Background: an optimization exercise with open tools, aiming at a short achievable clock period and few clock cycles. Do not read the settings as production practice. In this exercise RTL edits were held to simulation tests only and were not proved equivalent to the original. No activity file was given, so power comes from the tool's default toggle rates.

==> run a <==
## CPU
module CPU
  ( input             clk
  , input             rst
  , output     [15:0] addr
  , input      [ 7:0] data_in
  , output     [ 7:0] data_out
  , output            rd_enable
  , output            wr_enable
  , input      [7:0]  int_pending
  , output     [7:0]  int_clear
  );
==> flow/config.mk <==
export PLATFORM = sky130hd
export DESIGN_NAME = CPU
export DESIGN_NICKNAME = CPU
export VERILOG_FILES = /design/flow/design.v
export SDC_FILE = /design/flow/constraint.sdc
export NUM_CORES = 8
export LEC_CHECK = 0
export CAP_MARGIN = 20
export CORE_MARGIN = 2
export CORE_UTILIZATION = 45
export SLEW_MARGIN = 20
export SYNTH_HIERARCHICAL = 1
==> flow/constraint.sdc <==
create_clock -name core_clock -period 10.0 [get_ports {clk}]
set_input_delay 2.0000 -clock core_clock [delete_from_list [all_inputs] [get_ports {clk}]]
set_output_delay 2.0000 -clock core_clock [all_outputs]
set_load 0.01 [all_outputs]
standard.sh (not shown) runs the stock make flow with config.mk's settings and CLKGATE_MAP_FILE= SYNTH_SCRIPT=/design/flow/synth_recipe.tcl, a recipe that flattens the netlist after the stock synthesis.
==> flow/flow/run.sh <==
#!/bin/bash
# Standard ORFS layout through the standard.sh (its synthesis script,
# the design's constraints), with a tighter setup target for the timing
# repair steps (SETUP_SLACK_MARGIN=8) so that the layout is optimised well
# beyond the 10 ns clock. Make's output goes to flow_make.log; ORFS writes
# each tool's log under orfs/logs/.
set -euo pipefail
bash standard.sh SETUP_SLACK_MARGIN=8 finish > flow_make.log 2>&1
==> inputs of run b, as changes to run a <==
--- a/flow/design.v
+++ b/flow/design.v
@@ -707,17 +707,17 @@
   CPU_nxp nxp_d (.x({cbsel, data_in}), .m0(nx0_d), .cl(cl_d));
   reg  [UW-1:0] sq0, sq1;
   wire [UW-1:0] sq0_n, sq1_n;
   wire [7:0]    xop = g_fnb ? nb : ir;
   wire          xcb = g_fnb ? 1'b0 : cb;
   wire [UW-1:0] sqm;     
   CPU_seq seq (.s(pfx ? {xcb, (opnd ? 3'd1 : 3'd0), xop} : {cb, t + 3'd1, ir}),
                .uc_s0(sq0_n), .uc_s1(sq1_n), .dmask(sqm));
-  wire [7:0] rhs_x  = opb ^ {8{td[X_SUB]}};
+  wire [7:0] rhs_x  = opb;    
   wire       cin    = td[X_CIN1] | (td[X_CINC] & cf) | (td[X_CINNC] & !cf);
   wire [9:0] sum_x0 = add8(a, rhs_x, 1'b0);
   wire [9:0] sum_x1 = add8(a, rhs_x, 1'b1);
   wire [9:0] sum_x  = cin ? sum_x1 : sum_x0;
   wire [7:0] sum    = sum_x[7:0];
   wire       sum_h  = sum_x[8] ^ td[X_SUB];
   wire       sum_c  = sum_x[9] ^ td[X_SUB];
   wire [7:0] add_p  = a ^ rhs_x;
@@ -875,42 +875,32 @@
     if (tail && td[Q_SP] && td[Q_INC16]) begin sp_n = sp1; spm1_n = sp; end
     if (tail && td[Q_SP] && td[Q_DEC16]) begin sp_n = spm1; spm1_n = spm2; end
     if (tail && td[Q_LDSPHL]) begin sp_n = hl; spm1_n = hlm1; end
     sp_b = sp_n;
     if (tail && td[Q_ADDSP])  sp_n = q_spe;    
     if (act[I_SPL]) sp_n = {sp_n[15:8], data_in};
     if (act[I_SPH]) sp_n = {data_in, sp[7:0]};
   end
-  wire s_rst  = data_in[7:6] == 2'b11 && data_in[2:0] == 3'b111;
-  wire s_ret  = {data_in[7:5], data_in[3:0]} == 7'b1101001;
-  wire s_retc = {data_in[7:5], data_in[2:0]} == 6'b110000;
-  wire s_jphl = data_in == 8'he9;
-  wire s_halt = data_in == 8'h76;
   wire fb_ok  = ue[U_FB];
   wire fb_sp  = fb_ok & !(tail & td[Q_ADDSP]);
   wire fb_hl  = fb_ok & !(tail & (td[TQ_A+5] | td[TQ_A+6])) & !(ime & irq_r);
   wire nx_fnb = (g_pf & nx_ir[U_FNB]) | (g_fnb & nx_nb[U_FNB]);
   wire nx_sp  = nx_fnb & !(g_fnb ? cl_nb[3] : cl_ir[3]);
   wire nx_hl  = nx_fnb & !(g_fnb ? cl_nb[4] : cl_ir[4])
               & !(tail & (td[TQ_A+5] | td[TQ_A+6]));
-  wire fbr_rst = fb_sp & s_rst;
-  wire fbr_ret = fb_sp & (s_ret | s_retc);
-  wire fbr_jp  = fb_hl & s_jphl;
-  wire nfr_rst = nx_sp & s_rst;
-  wire nfr_ret = nx_sp & s_ret;
-  wire nfr_jp  = nx_hl & s_jphl;
-  wire o_fb  = fbr_rst | fbr_ret | fbr_jp;      
-  wire o_nf  = nfr_rst | nfr_ret | nfr_jp;      
-  wire o_rst = fbr_rst | nfr_rst;
-  wire o_ret = fbr_ret | nfr_ret;
-  wire o_jp  = fbr_jp | nfr_jp;
-  wire o_hlt = (fb_ok | nx_fnb) & s_halt;
-  wire o_nx  = nfr_rst | nfr_ret | (nx_fnb & s_halt);   
-  wire ovr   = o_rst | o_ret | o_jp | o_hlt;
+  wire s_rst, s_ret, s_retc, s_jphl, s_halt;
+  wire o_fb, o_nf, o_rst, o_ret, o_jp, o_hlt, o_nx, ovr, nfr_jp;
+  CPU_spc spc
+    ( .d(data_in), .fb_ok(fb_ok), .fb_sp(fb_sp), .fb_hl(fb_hl)
+    , .nx_fnb(nx_fnb), .nx_sp(nx_sp), .nx_hl(nx_hl)
+    , .s_rst(s_rst), .s_ret(s_ret), .s_retc(s_retc), .s_jphl(s_jphl), .s_halt(s_halt)
+    , .o_fb(o_fb), .o_nf(o_nf), .o_rst(o_rst), .o_ret(o_ret), .o_jp(o_jp), .o_hlt(o_hlt)
+    , .o_nx(o_nx), .ovr(ovr), .nfr_jp(nfr_jp)
+    );
   reg  [3:0] nbs;       
   wire       nbs_ok = nbv & !ue[I_NB];
   wire       td_sp  = (td[Q_SP] & (td[Q_INC16] | td[Q_DEC16])) | td[Q_LDSPHL] | td[Q_ADDSP];
   wire       td_hl  = td[T_A+5] | td[T_A+6] | ue[I_H] | ue[I_L] | ue[H_INC] | ue[H_DEC];
   wire [3:0] nsx    = nbs & {4{nbs_ok}} & {!td_sp, !td_sp, !td_hl, 1'b1};
   reg [UW-1:0] uset, uclr;
   always @* begin
     uset = {UW{1'b0}};
@@ -944,16 +934,17 @@
     , .sp(sp)
     , .din(data_in), .z(z), .opb(opb), .res8(res8), .daa_k(daa_k), .wz1lo(wz1[7:0])
     , .rop(ir[5:3]), .cf(cf)
     , .s_z(act[I_Z]), .s_zinc(ue[I_ZINC]), .s_zdec(ue[I_ZDEC]), .s_zres(ue[I_ZRES])
     , .s_zset(ue[I_ZSET]), .s_zrot(ue[I_ZROT]), .s_zdaa(ue[I_ZDAA]), .s_wzinc(ue[WZ_INC])
     , .tail(tail), .wsel(td[W_A+6:W_A])
     , .q16(q16), .nsx(nsx), .nbret(nb[4]), .o_fb(o_fb), .o_nf(o_nf), .o_rst(o_rst), .o_ret(o_ret), .o_jp(o_jp), .o_hlt(o_hlt)
     , .u_n(u_n), .addr_n(addr_n), .dout_n(dout_n), .rd_n(rd_n), .wr_n(wr_n), .hz(hz)
+    , .osub(pfx ? dtd[X_SUB] : td[X_SUB])
     , .z_n(z_n), .tc_n(tc_n), .opb_n(opb_n)
     );
   always @(posedge clk) begin
     addr_r <= addr_n;
     dout_r <= dout_n;
     opb    <= opb_n;
     if (nb_ld) nb <= data_in;
     if (nb_ld) nbs <= {s_rst, s_ret, s_jphl, s_halt};
@@ -1112,16 +1103,17 @@
   , input  [3:0]  nsx        
   , input         nbret      
   , output [85:0] u_n
   , output [15:0] addr_n
   , output [7:0]  dout_n
   , output        rd_n, wr_n, hz
   , output [7:0]  z_n
   , output        tc_n
+  , input         osub       
   , output [7:0]  opb_n
   );
   localparam U_RD    = 0;     
   localparam U_WR    = 1;     
   localparam U_FB    = 2;     
   localparam U_PF    = 3;     
   localparam U_FNB   = 4;     
   localparam A_PC    = 5;
@@ -1381,20 +1373,47 @@
   wire       s_fwd  = |(bs & wt);      
   wire [6:0] qt     = tq & {7{tail}};
   wire       s_q    = |(bs & qt);      
   wire       s_qh   = |(bs & qt & 7'b0101010);    
   wire s_ohold = !(s_rsel | s_z | s_zdaa);
   wire [7:0] rsel = ({8{bs[0]}} & a) | ({8{bs[1]}} & b) | ({8{bs[2]}} & c)
                   | ({8{bs[3]}} & d) | ({8{bs[4]}} & e) | ({8{bs[5]}} & h)
                   | ({8{bs[6]}} & l);
-  assign opb_n = (s_q ? (s_qh ? q16[15:8] : q16[7:0]) : (s_fwd ? res8 : rsel))
-               | ({8{s_z & !s_rsel}}    & din)
-               | ({8{s_zdaa}} & daa_k)
-               | ({8{s_ohold}} & opb);
+  wire [7:0] opb_v = (s_q ? (s_qh ? q16[15:8] : q16[7:0]) : (s_fwd ? res8 : rsel))
+                   | ({8{s_z & !s_rsel}}    & din)
+                   | ({8{s_zdaa}} & daa_k);
+  assign opb_n = s_ohold ? opb : (opb_v ^ {8{osub}});
+endmodule
+module CPU_spc
+  ( input  [7:0] d
+  , input        fb_ok, fb_sp, fb_hl       
+  , input        nx_fnb, nx_sp, nx_hl      
+  , output       s_rst, s_ret, s_retc, s_jphl, s_halt
+  , output       o_fb, o_nf, o_rst, o_ret, o_jp, o_hlt, o_nx, ovr, nfr_jp
+  );
+  assign s_rst  = d[7:6] == 2'b11 && d[2:0] == 3'b111;
+  assign s_ret  = {d[7:5], d[3:0]} == 7'b1101001;
+  assign s_retc = {d[7:5], d[2:0]} == 6'b110000;
+  assign s_jphl = d == 8'he9;
+  assign s_halt = d == 8'h76;
+  wire fbr_rst = fb_sp & s_rst;
+  wire fbr_ret = fb_sp & (s_ret | s_retc);
+  wire fbr_jp  = fb_hl & s_jphl;
+  wire nfr_rst = nx_sp & s_rst;
+  wire nfr_ret = nx_sp & s_ret;
+  assign nfr_jp = nx_hl & s_jphl;
+  assign o_fb  = fbr_rst | fbr_ret | fbr_jp;      
+  assign o_nf  = nfr_rst | nfr_ret | nfr_jp;      
+  assign o_rst = fbr_rst | nfr_rst;
+  assign o_ret = fbr_ret | nfr_ret;
+  assign o_jp  = fbr_jp | nfr_jp;
+  assign o_hlt = (fb_ok | nx_fnb) & s_halt;
+  assign o_nx  = nfr_rst | nfr_ret | (nx_fnb & s_halt);   
+  assign ovr   = o_rst | o_ret | o_jp | o_hlt;
 endmodule
 module CPU_act
   ( input  [8:0] x    
   , output [85:0] fa   
   , output [2:0] cl    
   , output [65:0] td   
   );
   assign fa[0] = 1'b0;
Settings changed: CORE_UTILIZATION 45 to 40.
==> inputs of run c, as changes to run a <==
--- a/flow/design.v
+++ b/flow/design.v
@@ -707,17 +707,17 @@
   CPU_nxp nxp_d (.x({cbsel, data_in}), .m0(nx0_d), .cl(cl_d));
   reg  [UW-1:0] sq0, sq1;
   wire [UW-1:0] sq0_n, sq1_n;
   wire [7:0]    xop = g_fnb ? nb : ir;
   wire          xcb = g_fnb ? 1'b0 : cb;
   wire [UW-1:0] sqm;     
   CPU_seq seq (.s(pfx ? {xcb, (opnd ? 3'd1 : 3'd0), xop} : {cb, t + 3'd1, ir}),
                .uc_s0(sq0_n), .uc_s1(sq1_n), .dmask(sqm));
-  wire [7:0] rhs_x  = opb ^ {8{td[X_SUB]}};
+  wire [7:0] rhs_x  = opb;    
   wire       cin    = td[X_CIN1] | (td[X_CINC] & cf) | (td[X_CINNC] & !cf);
   wire [9:0] sum_x0 = add8(a, rhs_x, 1'b0);
   wire [9:0] sum_x1 = add8(a, rhs_x, 1'b1);
   wire [9:0] sum_x  = cin ? sum_x1 : sum_x0;
   wire [7:0] sum    = sum_x[7:0];
   wire       sum_h  = sum_x[8] ^ td[X_SUB];
   wire       sum_c  = sum_x[9] ^ td[X_SUB];
   wire [7:0] add_p  = a ^ rhs_x;
@@ -875,42 +875,32 @@
     if (tail && td[Q_SP] && td[Q_INC16]) begin sp_n = sp1; spm1_n = sp; end
     if (tail && td[Q_SP] && td[Q_DEC16]) begin sp_n = spm1; spm1_n = spm2; end
     if (tail && td[Q_LDSPHL]) begin sp_n = hl; spm1_n = hlm1; end
     sp_b = sp_n;
     if (tail && td[Q_ADDSP])  sp_n = q_spe;    
     if (act[I_SPL]) sp_n = {sp_n[15:8], data_in};
     if (act[I_SPH]) sp_n = {data_in, sp[7:0]};
   end
-  wire s_rst  = data_in[7:6] == 2'b11 && data_in[2:0] == 3'b111;
-  wire s_ret  = {data_in[7:5], data_in[3:0]} == 7'b1101001;
-  wire s_retc = {data_in[7:5], data_in[2:0]} == 6'b110000;
-  wire s_jphl = data_in == 8'he9;
-  wire s_halt = data_in == 8'h76;
   wire fb_ok  = ue[U_FB];
   wire fb_sp  = fb_ok & !(tail & td[Q_ADDSP]);
   wire fb_hl  = fb_ok & !(tail & (td[TQ_A+5] | td[TQ_A+6])) & !(ime & irq_r);
   wire nx_fnb = (g_pf & nx_ir[U_FNB]) | (g_fnb & nx_nb[U_FNB]);
   wire nx_sp  = nx_fnb & !(g_fnb ? cl_nb[3] : cl_ir[3]);
   wire nx_hl  = nx_fnb & !(g_fnb ? cl_nb[4] : cl_ir[4])
               & !(tail & (td[TQ_A+5] | td[TQ_A+6]));
-  wire fbr_rst = fb_sp & s_rst;
-  wire fbr_ret = fb_sp & (s_ret | s_retc);
-  wire fbr_jp  = fb_hl & s_jphl;
-  wire nfr_rst = nx_sp & s_rst;
-  wire nfr_ret = nx_sp & s_ret;
-  wire nfr_jp  = nx_hl & s_jphl;
-  wire o_fb  = fbr_rst | fbr_ret | fbr_jp;      
-  wire o_nf  = nfr_rst | nfr_ret | nfr_jp;      
-  wire o_rst = fbr_rst | nfr_rst;
-  wire o_ret = fbr_ret | nfr_ret;
-  wire o_jp  = fbr_jp | nfr_jp;
-  wire o_hlt = (fb_ok | nx_fnb) & s_halt;
-  wire o_nx  = nfr_rst | nfr_ret | (nx_fnb & s_halt);   
-  wire ovr   = o_rst | o_ret | o_jp | o_hlt;
+  wire s_rst, s_ret, s_retc, s_jphl, s_halt;
+  wire o_fb, o_nf, o_rst, o_ret, o_jp, o_hlt, o_nx, ovr, nfr_jp;
+  CPU_spc spc
+    ( .d(data_in), .fb_ok(fb_ok), .fb_sp(fb_sp), .fb_hl(fb_hl)
+    , .nx_fnb(nx_fnb), .nx_sp(nx_sp), .nx_hl(nx_hl)
+    , .s_rst(s_rst), .s_ret(s_ret), .s_retc(s_retc), .s_jphl(s_jphl), .s_halt(s_halt)
+    , .o_fb(o_fb), .o_nf(o_nf), .o_rst(o_rst), .o_ret(o_ret), .o_jp(o_jp), .o_hlt(o_hlt)
+    , .o_nx(o_nx), .ovr(ovr), .nfr_jp(nfr_jp)
+    );
   reg  [3:0] nbs;       
   wire       nbs_ok = nbv & !ue[I_NB];
   wire       td_sp  = (td[Q_SP] & (td[Q_INC16] | td[Q_DEC16])) | td[Q_LDSPHL] | td[Q_ADDSP];
   wire       td_hl  = td[T_A+5] | td[T_A+6] | ue[I_H] | ue[I_L] | ue[H_INC] | ue[H_DEC];
   wire [3:0] nsx    = nbs & {4{nbs_ok}} & {!td_sp, !td_sp, !td_hl, 1'b1};
   reg [UW-1:0] uset, uclr;
   always @* begin
     uset = {UW{1'b0}};
@@ -941,21 +931,32 @@
     , .pc_n(pc_s), .pc(pc), .pc1(pc1), .pc2(pc2), .hl(hl), .bc(bc), .de(de), .sp_n(sp_b), .spm1_n(spm1_n)
     , .wza(u[U_RPL] ? wz : (u[WZ_INC] ? wz1 : {data_in, z})), .ffz(u[U_RPL] ? z : data_in)
     , .a(a), .b(b), .c(c), .d(d), .e(e), .h(h), .l(l), .f({zf, nf, hf, cf, 4'h0})
     , .sp(sp)
     , .din(data_in), .z(z), .opb(opb), .res8(res8), .daa_k(daa_k), .wz1lo(wz1[7:0])
     , .rop(ir[5:3]), .cf(cf)
     , .s_z(act[I_Z]), .s_zinc(ue[I_ZINC]), .s_zdec(ue[I_ZDEC]), .s_zres(ue[I_ZRES])
     , .s_zset(ue[I_ZSET]), .s_zrot(ue[I_ZROT]), .s_zdaa(ue[I_ZDAA]), .s_wzinc(ue[WZ_INC])
-    , .tail(tail), .wsel(td[W_A+6:W_A])
+    , .tail(tail), .wsel(wqr), .tqt(qwr)
     , .q16(q16), .nsx(nsx), .nbret(nb[4]), .o_fb(o_fb), .o_nf(o_nf), .o_rst(o_rst), .o_ret(o_ret), .o_jp(o_jp), .o_hlt(o_hlt)
     , .u_n(u_n), .addr_n(addr_n), .dout_n(dout_n), .rd_n(rd_n), .wr_n(wr_n), .hz(hz)
+    , .osub(pfx ? dtd[X_SUB] : td[X_SUB])
     , .z_n(z_n), .tc_n(tc_n), .opb_n(opb_n)
     );
+  wire [UW-1:0] u_nx = hz ? {{(UW-U_RPL-1){1'b0}}, 1'b1, {U_RPL{1'b0}}} : ((u_n & ~uclr) | uset);
+  reg  [TW-1:0] td_n;
+  always @* begin
+    td_n = td;
+    if (ue[U_FB]) td_n = td;
+    else if (ue[U_FNBX]) td_n = {TW{1'b0}};
+    else if (pfx) td_n = dtd;
+    else if (ue[U_DISP0]) td_n = {TW{1'b0}};
+  end
+  reg  [6:0]    wqr, qwr;    
   always @(posedge clk) begin
     addr_r <= addr_n;
     dout_r <= dout_n;
     opb    <= opb_n;
     if (nb_ld) nb <= data_in;
     if (nb_ld) nbs <= {s_rst, s_ret, s_jphl, s_halt};
     if (pfx) begin pjr <= pjr_l[7:0]; pjr_c <= pjr_l[9]; pjr_s <= data_in[7]; end
     if (nb_ld) begin
@@ -976,23 +977,23 @@
       ime <= 1'b0;
       u <= {UW{1'b0}};
       u[U_BOOT] <= 1'b1;
       irq_r <= 1'b0;
       ip_r <= 8'h00;
       nbv <= 1'b0;
       ir <= 8'h00; cb <= 1'b0; t <= 3'd0;
       td <= {TW{1'b0}};
+      wqr <= 7'd0; qwr <= 7'd0;
       iclr <= 8'h00;
       rd_r <= 1'b0; wr_r <= 1'b0;
     end else begin
-      if (hz) begin
-        u <= {UW{1'b0}}; u[U_RPL] <= 1'b1;
-      end else
-        u <= (u_n & ~uclr) | uset;
+      u     <= u_nx;
+      wqr   <= td_n[W_A+6:W_A] & {7{u_nx[U_TAIL]}};
+      qwr   <= td_n[TQ_A+6:TQ_A] & {7{u_nx[U_TAIL]}};
       ime   <= ime_n;
       nbv   <= nbv_n;
       irq_r <= |(int_pending & ~iclr & ~(u[U_DISP2] ? vbit : 8'h00));
       ip_r  <= int_pending;
       iclr  <= u[U_DISP2] ? vbit : 8'h00;
       rd_r  <= rd_n;
       wr_r  <= wr_n;
       if (ue[U_FB]) begin
@@ -1101,27 +1102,29 @@
   , input  [7:0]  ffz
   , input  [7:0]  a, b, c, d, e, h, l, f
   , input  [15:0] sp
   , input  [7:0]  din, z, opb, res8, daa_k, wz1lo
   , input  [2:0]  rop
   , input         cf
   , input         s_z, s_zinc, s_zdec, s_zres, s_zset, s_zrot, s_zdaa, s_wzinc
   , input         tail
-  , input  [6:0]  wsel
+  , input  [6:0]  wsel       
+  , input  [6:0]  tqt        
   , input         o_fb, o_nf, o_rst, o_ret, o_jp, o_hlt   
   , input  [15:0] q16        
   , input  [3:0]  nsx        
   , input         nbret      
   , output [85:0] u_n
   , output [15:0] addr_n
   , output [7:0]  dout_n
   , output        rd_n, wr_n, hz
   , output [7:0]  z_n
   , output        tc_n
+  , input         osub       
   , output [7:0]  opb_n
   );
   localparam U_RD    = 0;     
   localparam U_WR    = 1;     
   localparam U_FB    = 2;     
   localparam U_PF    = 3;     
   localparam U_FNB   = 4;     
   localparam A_PC    = 5;
@@ -1278,17 +1281,17 @@
             | (nx_nb[A_DE]  & (tq[3] | tq[4]))
             | (nx_nb[A_FFC] &  tq[2])
             | (nx_nb[D_B]   &  tq[1])
             | (nx_nb[D_C]   &  tq[2])
             | (nx_nb[D_D]   &  tq[3])
             | (nx_nb[D_E]   &  tq[4])
             | (nx_nb[D_H]   &  tq[5])
             | (nx_nb[D_L]   &  tq[6]));
-  wire [6:0] wq = wsel & {7{tail}};
+  wire [6:0] wq = wsel;
   wire [7:0] ka = wq[0] ? res8 : a;
   wire [7:0] kb = wq[1] ? res8 : b;
   wire [7:0] kc = wq[2] ? res8 : c;
   wire [7:0] kd = wq[3] ? res8 : d;
   wire [7:0] ke = wq[4] ? res8 : e;
   wire [7:0] kh = wq[5] ? res8 : h;
   wire [7:0] kl = wq[6] ? res8 : l;
   wire [15:0] pcx   = g_pf ? pc1 : pc2;
@@ -1370,31 +1373,58 @@
                  | ({8{s_zinc}} & inc8(din))
                  | ({8{s_zdec}} & dec8(din))
                  | ({8{s_zres}} & (din & ~bmask))
                  | ({8{s_zset}} & (din | bmask))
                  | ({8{s_zrot}} & zrot)
                  | ({8{s_zdaa}} & daa_k)
                  | ({8{s_wzinc}} & wz1lo)
                  | ({8{!(ue[I_Z] | s_zinc | s_zdec | s_zres | s_zset | s_zrot | s_zdaa | s_wzinc)}} & z);
-  wire [6:0] wt = wsel & {7{tail}};
+  wire [6:0] wt = wsel;
   wire [6:0] bs = (bsel_ir & {7{g_pf | ue[U_RPL]}}) | (bsel_nb & {7{g_fnb}});
   wire       s_rsel = |bs;
   wire       s_fwd  = |(bs & wt);      
-  wire [6:0] qt     = tq & {7{tail}};
+  wire [6:0] qt     = tqt;
   wire       s_q    = |(bs & qt);      
   wire       s_qh   = |(bs & qt & 7'b0101010);    
   wire s_ohold = !(s_rsel | s_z | s_zdaa);
   wire [7:0] rsel = ({8{bs[0]}} & a) | ({8{bs[1]}} & b) | ({8{bs[2]}} & c)
                   | ({8{bs[3]}} & d) | ({8{bs[4]}} & e) | ({8{bs[5]}} & h)
                   | ({8{bs[6]}} & l);
-  assign opb_n = (s_q ? (s_qh ? q16[15:8] : q16[7:0]) : (s_fwd ? res8 : rsel))
-               | ({8{s_z & !s_rsel}}    & din)
-               | ({8{s_zdaa}} & daa_k)
-               | ({8{s_ohold}} & opb);
+  wire [7:0] opb_v = (s_q ? (s_qh ? q16[15:8] : q16[7:0]) : (s_fwd ? res8 : rsel))
+                   | ({8{s_z & !s_rsel}}    & din)
+                   | ({8{s_zdaa}} & daa_k);
+  assign opb_n = s_ohold ? opb : (opb_v ^ {8{osub}});
+endmodule
+module CPU_spc
+  ( input  [7:0] d
+  , input        fb_ok, fb_sp, fb_hl       
+  , input        nx_fnb, nx_sp, nx_hl      
+  , output       s_rst, s_ret, s_retc, s_jphl, s_halt
+  , output       o_fb, o_nf, o_rst, o_ret, o_jp, o_hlt, o_nx, ovr, nfr_jp
+  );
+  assign s_rst  = d[7:6] == 2'b11 && d[2:0] == 3'b111;
+  assign s_ret  = {d[7:5], d[3:0]} == 7'b1101001;
+  assign s_retc = {d[7:5], d[2:0]} == 6'b110000;
+  assign s_jphl = d == 8'he9;
+  assign s_halt = d == 8'h76;
+  wire fbr_rst = fb_sp & s_rst;
+  wire fbr_ret = fb_sp & (s_ret | s_retc);
+  wire fbr_jp  = fb_hl & s_jphl;
+  wire nfr_rst = nx_sp & s_rst;
+  wire nfr_ret = nx_sp & s_ret;
+  assign nfr_jp = nx_hl & s_jphl;
+  assign o_fb  = fbr_rst | fbr_ret | fbr_jp;      
+  assign o_nf  = nfr_rst | nfr_ret | nfr_jp;      
+  assign o_rst = fbr_rst | nfr_rst;
+  assign o_ret = fbr_ret | nfr_ret;
+  assign o_jp  = fbr_jp | nfr_jp;
+  assign o_hlt = (fb_ok | nx_fnb) & s_halt;
+  assign o_nx  = nfr_rst | nfr_ret | (nx_fnb & s_halt);   
+  assign ovr   = o_rst | o_ret | o_jp | o_hlt;
 endmodule
 module CPU_act
   ( input  [8:0] x    
   , output [85:0] fa   
   , output [2:0] cl    
   , output [65:0] td   
   );
   assign fa[0] = 1'b0;
Settings changed: CORE_UTILIZATION 45 to 40.
==> comparison table <==
quantity                                                                                              run c         run a                    run b
Run status                                                                 no timing/DRC/antenna violations  no timing/DRC/antenna violations  no timing/DRC/antenna violations
Part of the cycle the worst path needs                                                                40.7%         38.7%                    37.5%
Average routed wire per standard cell                                                               36.2 um       37.3 um                  36.7 um
Layout buffer count excluding clock buffers                                                            1177          1341                     1295
Relative max-transition margin                                                                        15.9%         22.3%                    13.0%
Multi-input combinational cell count                                                                   4870          4972                     4907
Total core area                                                                                133000 sq um  120000 sq um             134000 sq um
Relative area change from synthesis to final layout                                                   48.1%         51.6%                    51.7%
Clock input transition at the sequential cells of the worst setup and hold paths                    0.06 ns       0.07 ns                  0.07 ns
Highest attainable clock frequency                                                                  246 MHz       259 MHz                  267 MHz
Share of total power in the clock network                                                             12.7%         11.7%                    12.1%
Most frequent cell on the critical path                                           sky130_fd_sc_hd__a211oi_4             -  sky130_fd_sc_hd__buf_16
Metal2 WL                                                                                            128 mm        132 mm                   132 mm
CTS sink cnt                                                                                            750           736                      736
Testbench counts of run a, summed over its fixed seeds: cycles 1,280,129.
Testbench counts of run b, summed over its fixed seeds: cycles 1,280,129.
Testbench counts of run c, summed over its fixed seeds: cycles 1,280,129.

-- static timing again, ports no longer ideal --
In the flow no input, the clock included, has a driving cell. The finished layouts below were timed again as built, in two steps.
Step 1 assumes that a clkbuf_16 drives the clock port and a buf_2 every other input.
Step 2 adds t to the input delays and takes it off the output delays; t is the mean of the earliest and latest rising clock arrival at the registers after step 1. Input paths then give back, and output paths get back, about the clock's delay inside the block.
Three values: ideal, step 1, step 2; two values: the first two.
run	shift t [ns]	setup WS [ns]	latest minus earliest clock arrival (ns)	worst slew at a driven data input, ns
run a	0.812	6.133 / 6.133 / 5.327	0.053 / 0.053	0.32
run b	0.821	6.255 / 6.109 / 5.289	0.075 / 0.075	0.52
run c	0.820	5.930 / 5.930 / 5.347	0.075 / 0.074	0.28
After both steps setup and hold are still met in every run listed. For run b, which loses most, drivers alone change the setup slack by -0.146 ns; drivers and shift together by -0.966 ns.
